Context: an optimization exercise on an open-source flow, tuned for small area. The choices shown serve that exercise and are no tape-out recipe.
Only simulation tests tie the RTL to the original design; equivalence was not proved.
Power and IR drop assume default switching activity.

## pepper
// uart_16550
module uart_16550 #(
    parameter DL_WIDTH = 16,
    parameter PSD_WIDTH = 4,
    parameter FIFO_DEPTH = 16
)(
    input  logic clk,
    input  logic rst,
    input  logic [31:0] awaddr,
    input  logic        awvalid,
    output logic        awready,
    input  logic [31:0] wdata,
    input  logic [3:0]  wstrb,
    input  logic        wvalid,
    output logic        wready,
    output logic        bvalid,
    output logic [1:0]  bresp,
    input  logic        bready,
    input  logic [31:0] araddr,
    input  logic        arvalid,
    output logic        arready,
    output logic [31:0] rdata,
    output logic        rvalid,
    output logic [1:0]  rresp,
    input  logic        rready,
    output logic irq,
    output logic irq_n,
    input  logic rxd,
    output logic txd
);
==> flow/config.mk <==
export PLATFORM = sky130hd
export DESIGN_NAME = uart_16550
export DESIGN_NICKNAME = uart_16550
export VERILOG_FILES = /design/flow/design.v
export SDC_FILE = /design/flow/constraint.sdc
export NUM_CORES = 4
export LEC_CHECK = 0
export CAP_MARGIN = 20
export CORE_MARGIN = 2
export CORE_UTILIZATION = 65
export CTS_BUF_LIST = sky130_fd_sc_hd__clkbuf_16
export CTS_CLUSTER_DIAMETER = 80
export CTS_CLUSTER_SIZE = 30
export PLACE_DENSITY = 0.75
export SLEW_MARGIN = 20
==> flow/constraint.sdc <==
create_clock -name core_clock -period 6.0 [get_ports {clk}]
set_input_delay 1.2000 -clock core_clock [delete_from_list [all_inputs] [get_ports {clk}]]
set_output_delay 1.2000 -clock core_clock [all_outputs]
set_load 0.01 [all_outputs]
standard.sh (not shown) runs the stock make flow with config.mk's settings and CLKGATE_MAP_FILE= SYNTH_SCRIPT=/design/flow/synth_recipe.tcl, a recipe that flattens the netlist after the stock synthesis.
==> flow/flow/run.sh <==
#!/bin/bash
# The standard layout (standard.sh), with three changes:
#  - the logic is mapped by an area-oriented ABC script (flow/area.script);
#    synthesis is otherwise the standard flow's own (flow/synth_area.tcl repeats
#    synth_recipe.tcl and only swaps the ABC script),
#  - ports are buffered with the smallest buffer,
#  - clock tree synthesis inserts no dummy loads,
#  - the constant outputs share one tie cell.
# Each tool's output goes to its ORFS log under orfs/logs; make's output
# goes to standard.log here.
set -euo pipefail
here=$(pwd)
diff <(tail -n +2 synth_recipe.tcl) <(grep -v '^ *#' flow/synth_area.tcl | sed -n '/^source/,$p') > synth_diff.log || true
bash standard.sh \
  SYNTH_SCRIPT=$here/flow/synth_area.tcl \
  "BUFFER_PORTS_ARGS=-buffer_cell sky130_fd_sc_hd__buf_1" \
  "CTS_ARGS=-sink_clustering_enable -repair_clock_nets -sink_clustering_size 30 -sink_clustering_max_diameter 80 -buf_list sky130_fd_sc_hd__clkbuf_16 -dont_use_dummy_load" \
  SKIP_REPAIR_TIE_FANOUT=1 \
  finish > standard.log 2>&1
==> flow/flow/area.script <==
strash
&get -n
&fraig -x
&put
scorr
dc2
dretime
strash
&get -n
&syn2
&dch -f
&nf -a -R 1000
&put
==> flow/flow/synth_area.tcl <==
proc synth {args} { yosys synth -nofsm -noshare {*}$args }
# Map the logic with an area-oriented ABC script (the flip-flops are mapped
# before this step and are left as the standard synthesis makes them)
set ::area_abc_script [file join [file dirname [file normalize [info script]]] area.script]
proc abc {args} {
  set i [lsearch -exact $args -script]
  if { $i >= 0 } { lset args [expr { $i + 1 }] $::area_abc_script }
  yosys abc {*}$args
}
source $::env(SCRIPTS_DIR)/synth.tcl
# left out here: clear keep_hierarchy, flatten, clean up, hide names made inside functions, write 1_2_yosys.v
Input-level comparison between willow and pepper:
diff --git a/flow/flow/run.sh b/flow/flow/run.sh
--- a/flow/flow/run.sh
+++ b/flow/flow/run.sh
@@ -2 +2 @@
-# The standard layout (standard.sh), with three changes:
+# The standard layout (standard.sh), with four changes:
@@ -17 +17 @@
-  "CTS_ARGS=-sink_clustering_enable -repair_clock_nets -sink_clustering_size 30 -sink_clustering_max_diameter 80 -buf_list sky130_fd_sc_hd__clkbuf_16 -dont_use_dummy_load" \
+  "CTS_ARGS=-sink_clustering_enable -repair_clock_nets -sink_clustering_size 34 -sink_clustering_max_diameter 60 -buf_list sky130_fd_sc_hd__clkbuf_16 -dont_use_dummy_load" \
==> flow/flow/area.script <==
strash
&get -n
&fraig -x
&put
scorr
dc2
dretime
strash
&get -n
&syn2
&dch -f
&nf -a -R 1000
&put
&get -n
&dch -f
&nf -a -R 1000
&put
For willow and pepper, there was not a single run that failed to finish clean. Relative to pepper, sequential-to-total area share from yosys stat has gone up in willow. Reported for willow and pepper, diode insertion count for antenna repair turned out identical to the last digit. pepper → willow: combinational share of power moved down; core occupancy in the finished layout moved up; non-filler instance count after layout moved down; xor and xnor area share after synthesis level.
Input-level comparison between raven and willow:
diff --git a/flow/flow/run.sh b/flow/flow/run.sh
--- a/flow/flow/run.sh
+++ b/flow/flow/run.sh
@@ -17 +17 @@
-  "CTS_ARGS=-sink_clustering_enable -repair_clock_nets -sink_clustering_size 34 -sink_clustering_max_diameter 60 -buf_list sky130_fd_sc_hd__clkbuf_16 -dont_use_dummy_load" \
+  "CTS_ARGS=-sink_clustering_enable -repair_clock_nets -sink_clustering_size 30 -sink_clustering_max_diameter 80 -buf_list sky130_fd_sc_hd__clkbuf_16 -dont_use_dummy_load" \
## What came out
raven: done, clean on timing, DRC and antenna
willow was routed with more vias than raven.
Going from willow to raven, wire length shrank slightly.
Compared raven against willow; register-to-register path setup slack within noise.
For met1 routed wirelength after detailed routing, raven and willow come out practically identical.
The filler cell count number comes out higher for raven vs willow.
raven vs. willow: design internal power fell 7.6%, combinational power share +1.2 points.
In terms of final worst hold slack, raven and willow differ only marginally.
Compared with willow, in raven post-route minimum period increased by 0.014 ns relative to the old numbers, clock buffer count decreased by about 40% relative to the old numbers.

========
uart_16550 again, from the RTL that the note above started with.
export LEC_CHECK = 0
export CAP_MARGIN = 20
export CORE_MARGIN = 2
export CORE_UTILIZATION = 65
export CTS_BUF_LIST = sky130_fd_sc_hd__clkbuf_16
export CTS_CLUSTER_DIAMETER = 80
export CTS_CLUSTER_SIZE = 30
export GPL_TIMING_DRIVEN = 0
export PLACE_DENSITY = 0.75
export SLEW_MARGIN = 20
create_clock -name core_clock -period 6.0 [get_ports {clk}]
==> flow/flow/run.sh <==
#!/bin/bash
# The standard layout (standard.sh), with three changes:
#  - the logic is mapped by an area-oriented ABC script (flow/area.script);
#    synthesis is otherwise the standard flow's own (flow/synth_area.tcl repeats
#    synth_recipe.tcl and only swaps the ABC script),
#  - ports are buffered with the smallest buffer,
#  - clock tree synthesis inserts no dummy loads.
# Each tool's output goes to its ORFS log under orfs/logs; make's output
# goes to standard.log here.
set -euo pipefail
here=$(pwd)
diff <(tail -n +2 synth_recipe.tcl) <(grep -v '^ *#' flow/synth_area.tcl | sed -n '/^source/,$p') > synth_diff.log || true
bash standard.sh \
  SYNTH_SCRIPT=$here/flow/synth_area.tcl \
  "BUFFER_PORTS_ARGS=-buffer_cell sky130_fd_sc_hd__buf_1" \
  "CTS_ARGS=-sink_clustering_enable -repair_clock_nets -sink_clustering_size 30 -sink_clustering_max_diameter 80 -buf_list sky130_fd_sc_hd__clkbuf_16 -dont_use_dummy_load" \
  finish > standard.log 2>&1
==> flow/flow/area.script <==
strash
&get -n
&fraig -x
&put
scorr
dc2
dretime
strash
&get -n
&syn2
&dch -f
&nf -a -R 1000
&put
Scripts as last shown in full above: flow/flow/synth_area.tcl
Then changed:
--- a/flow/flow/run.sh
+++ b/flow/flow/run.sh
@@ -15,3 +15,4 @@
   "BUFFER_PORTS_ARGS=-buffer_cell sky130_fd_sc_hd__buf_1" \
   "CTS_ARGS=-sink_clustering_enable -repair_clock_nets -sink_clustering_size 30 -sink_clustering_max_diameter 80 -buf_list sky130_fd_sc_hd__clkbuf_16 -dont_use_dummy_load" \
+  RECOVER_POWER=100 SKIP_REPAIR_TIE_FANOUT=1 \
   finish > standard.log 2>&1
GPL_TIMING_DRIVEN = not set   (was 0)
=>
- The changed run completed and failed the layout checks on capacitance limit, slew limit
- via count shrinks by about 1.4%
- first-iteration DRC count climbs by about 4.6%
- hold slack is worse by 4.8 ps
- global-route usage stays flat
- die area does not change
- area after synthesis does not change
- setup slack loses 720 ps
- register-to-register slack degrades by 720 ps
- sequential power goes down by about 1%
- count of clock-buffer cells in the layout is unchanged
- power falls by 0.62%

-- static timing again, ports no longer ideal --
No port has a modelled driver above. Below, the same layouts with a new extraction and two added sets of constraints.
Step 1 sets driving cells, clkbuf_16 on the clock port and buf_2 on the other inputs (assumed; they add their load-dependent delay and slew).
Step 2 moves the port delays by t, midway between the first and last clock arrival at a register: inputs arrive t later, outputs are due t later. That takes back most of the time a late clock gives input paths.
Slacks: no drivers / after step 1 / after step 2; pairs: no drivers / after step 1.
| run | shift t [ns] | setup WS [ns] | worst register clock-pin slew, ns | worst data-port slew with drivers (ns) |
|---|---|---|---|---|
| pepper | 0.583 | 1.765 / 1.765 / 1.765 | 0.11 / 0.11 | 0.04 |
| willow | 0.564 | 2.168 / 2.168 / 2.168 | 0.10 / 0.10 | 0.04 |
| raven | 0.591 | 2.155 / 2.155 / 2.155 | 0.11 / 0.11 | 0.04 |
| the first run of note 2 | 0.587 | 1.746 / 1.746 / 1.746 | 0.11 / 0.11 | 0.03 |
| the second run of note 2 | 0.580 | 1.026 / 1.026 / 1.026 | 0.11 / 0.11 | 0.04 |
